Source: an optimization exercise on an open RTL-to-GDS flow (aim: small area and a short achievable clock period). Production flows keep margins and buffers that such runs may drop. In this exercise RTL edits were held to simulation tests only and were not proved equivalent to the original. Power figures rest on the tool's default switching activity, not on a simulated workload.

==> inputs of v17 <==
==> flow/design.v <==
module pg_0 (
    input logic a,
    input logic b,
    output logic p,
    output logic g
);
assign p = a ^ b;
assign g = a & b;
endmodule
module pg_1plus (
    input logic pi_cur,
    input logic gi_cur,
    input logic pi_prev,
    input logic gi_prev,
    output logic pout,
    output logic gout
);
assign pout = pi_cur & pi_prev;
assign gout = gi_cur | (pi_cur & gi_prev);
endmodule
module ks_add #(
    parameter N = 64
)
(
    input  logic         clk,
    input  logic         rstn_,
    input  logic         en,
    input  logic [N-1:0] a,
    input  logic [N-1:0] b,
    output logic [N-1:0] out
);
    localparam int K = 7;                  
    localparam int W = N / K;              
    localparam int R = N - W * K;          
    function automatic int lo_bit(input int k);
        lo_bit = k * W + ((k < R) ? k : R);
    endfunction
    logic [K-2:0] c_reg;                   
    logic [K-2:0] c_nxt;
    logic [N-1:0] s_nxt;
    genvar k;
    generate
        for (k = 0; k < K; k++) begin : chunk
            localparam int LO = lo_bit(k);
            localparam int HI = lo_bit(k + 1) - 1;
            logic [HI-LO+1:0] s;
            logic cin;
            logic [HI-LO+2:0] t;
            if (k == 0) begin : first
                assign cin = 1'b0;
            end else begin : rest
                assign cin = c_reg[k-1];
            end
            assign t = {1'b0, a[HI:LO], 1'b1} + {1'b0, b[HI:LO], cin};
            assign s = t[HI-LO+2:1];
            assign s_nxt[HI:LO] = s[HI-LO:0];
            if (k < K - 1) begin : carry
                assign c_nxt[k] = s[HI-LO+1];
            end
        end
    endgenerate
    always_ff @(posedge clk) begin
        if (!rstn_) begin
            out <= '0;
        end else if (en) begin
            out <= s_nxt;
        end
    end
    always_ff @(posedge clk) begin
        if (en) begin
            c_reg <= c_nxt;
        end
    end
endmodule
==> flow/flow/run.sh <==
#!/bin/bash
# The standard layout, except that the input and output ports get the
# smallest buffer cell instead of the one buffer_ports picks by itself.
set -euo pipefail
export BUFFER_PORTS_ARGS="-buffer_cell sky130_fd_sc_hd__buf_1"
bash standard.sh finish > standard_flow.log 2>&1
==> flow/standard.sh <==
#!/bin/bash
# synth_recipe.tcl (not shown) runs the flow's synth.tcl, then flattens the netlist and writes it again
# the make line also repeats each setting of config.mk as NAME=value (left out here)
make -C /OpenROAD-flow-scripts/flow DESIGN_CONFIG=/design/flow/config.mk WORK_HOME=/design/flow/orfs CLKGATE_MAP_FILE= SYNTH_SCRIPT=/design/flow/synth_recipe.tcl "${@:-finish}"
==> flow/config.mk <==
export PLATFORM = sky130hd
export DESIGN_NAME = ks_add
export DESIGN_NICKNAME = ks_add
export VERILOG_FILES = /design/flow/design.v
export SDC_FILE = /design/flow/constraint.sdc
export NUM_CORES = 4
export LEC_CHECK = 0
export CAP_MARGIN = 20
export CORE_MARGIN = 2
export CORE_UTILIZATION = 65
export CTS_BUF_LIST = sky130_fd_sc_hd__clkbuf_4 sky130_fd_sc_hd__clkbuf_8
export SLEW_MARGIN = 20
==> flow/constraint.sdc <==
create_clock -name core_clock -period 2.0 [get_ports {clk}]
set_input_delay 0.4000 -clock core_clock [delete_from_list [all_inputs] [get_ports {clk}]]
set_output_delay 0.4000 -clock core_clock [all_outputs]
set_load 0.01 [all_outputs]
==> inputs of v25, as changes to v17 <==
==> flow/design.v, changed modules only <==
module ks_add #(
    parameter N = 64
)
(
    input  logic         clk,
    input  logic         rstn_,
    input  logic         en,
    input  logic [N-1:0] a,
    input  logic [N-1:0] b,
    output logic [N-1:0] out
);
    localparam int K = 7;                  
    localparam int W = N / K;              
    localparam int R = N - W * K;          
    function automatic int lo_bit(input int k);
        lo_bit = k * W + ((k < R) ? k : R);
    endfunction
    logic [K-2:0] c_reg;                   
    logic [K-1:0] c_nxt;
    logic [N-1:0] d;                       
    logic [N-1:0] p;
    ks_xor #(.W(N)) u_p (.a(a), .b(b), .p(p));
    genvar k;
    generate
        for (k = 0; k < K; k++) begin : chunk
            localparam int LO = lo_bit(k);
            localparam int M = lo_bit(k + 1) - LO;
            ks_chunk #(.W(M), .CIN(k > 0)) u_chunk (
                .a    (a[LO+M-1:LO]),
                .b    (b[LO+M-1:LO]),
                .p    (p[LO+M-1:LO]),
                .cin  ((k > 0) ? c_reg[(k > 0) ? k-1 : 0] : 1'b0),
                .q    (out[LO+M-1:LO]),
                .en   (en),
                .rstn (rstn_),
                .d    (d[LO+M-1:LO]),
                .cout (c_nxt[k])
            );
        end
    endgenerate
    always_ff @(posedge clk) begin
        out <= d;
    end
    always_ff @(posedge clk) begin
        if (en) begin
            c_reg <= c_nxt[K-2:0];
        end
    end
endmodule
module ks_xor #(
    parameter W = 64
)
(
    input  logic [W-1:0] a,
    input  logic [W-1:0] b,
    output logic [W-1:0] p
);
    assign p = a ^ b;
endmodule
module ks_chunk #(
    parameter W   = 9,
    parameter CIN = 1
)
(
    input  logic [W-1:0] a,
    input  logic [W-1:0] b,
    input  logic [W-1:0] p,                
    input  logic         cin,
    input  logic [W-1:0] q,
    input  logic         en,
    input  logic         rstn,
    output logic [W-1:0] d,
    output logic         cout
);
    localparam int L = $clog2(W);
    logic [W-1:0] gp [0:L];                
    logic [W-1:0] tp [0:L];                
    logic [W:0]   c;                       
    logic [W-1:0] s;
    assign gp[0] = a & b;
    assign tp[0] = a | b;
    genvar l, i;
    generate
        for (l = 0; l < L; l++) begin : lvl
            for (i = 0; i < W; i++) begin : bit_
                if ((i >> l) & 1) begin : comb
                    localparam int J = ((i >> l) << l) - 1;    
                    assign gp[l+1][i] = gp[l][i] | (tp[l][i] & gp[l][J]);
                    assign tp[l+1][i] = tp[l][i] & tp[l][J];
                end else begin : pass
                    assign gp[l+1][i] = gp[l][i];
                    assign tp[l+1][i] = tp[l][i];
                end
            end
        end
        if (CIN) begin : with_cin
            assign c[0] = cin;
            for (i = 1; i <= W; i++) begin : carry
                assign c[i] = gp[L][i-1] | (tp[L][i-1] & cin);
            end
        end else begin : no_cin
            assign c[0] = 1'b0;
            for (i = 1; i <= W; i++) begin : carry
                assign c[i] = gp[L][i-1];
            end
        end
    endgenerate
    assign s    = p ^ c[W-1:0];
    assign cout = c[W];
    assign d    = !rstn ? '0 : (en ? s : q);
endmodule
Settings changed: CORE_UTILIZATION 65 to 40, CTS_BUF_LIST sky130_fd_sc_hd__clkbuf_4 sky130_fd_sc_hd__clkbuf_8 to unset, SYNTH_HIERARCHICAL set to 1, SYNTH_MINIMUM_KEEP_SIZE set to 0.
==> summary.txt <==
status - no timing/DRC/antenna violations
starting density of the core - 67.8%
P_int - 3110 uW
Cell Pwr Density - 736 nW/um^2
Warnings, synthesis - 1
Reg2Reg Depth - 8
simple logic cell fraction of the synthesized area - 15.8%
-- figures above: v17

==> summary.txt <==
P_int - 3170 uW
Cell Pwr Density - 690 nW/um^2
status - no timing/DRC/antenna violations
starting density of the core - 40.7%
worst path arrival time - 2180 ps
Reg2Reg Depth - 6
routed via count - 5267
RSZ-0062 raised after global routing - true
largest net degree at the start of global routing - 38
Warnings, synthesis - 13
io pins - 195
Non-CTS buffers - 234
-- figures above: v25

[port drivers added, routing unchanged]
The results above use ideal ports. As a check the final layouts listed here were re-extracted and re-timed, cells and wires unchanged. Step 1 sets driving cells, clkbuf_16 on the clock port and buf_2 on the other inputs (assumed; they add their load-dependent delay and slew). Step 2 times the ports against the registers' clock, not the clock port: input delays grow and output delays shrink by t, the midpoint of the rising clock arrivals with the driver on. Three values: ideal, step 1, step 2; two values: the first two.
run	t (ns)	slack for setup (ns)	worst hold slack (ns)	worst setup path at the end	worst slew at a driven data input, ns
v17	0.359	0.120 / 0.120 / -0.083	0.423 / 0.410 / 0.461	input to register	0.05
v25	0.375	0.044 / 0.044 / -0.027	0.443 / 0.439 / 0.443	input to register	0.05
Met with ideal ports but missed after step 2: setup timing in v17 and v25. The setup slack of v17, which loses most, moves by 0.000 ns with the drivers and by -0.203 ns with both steps.
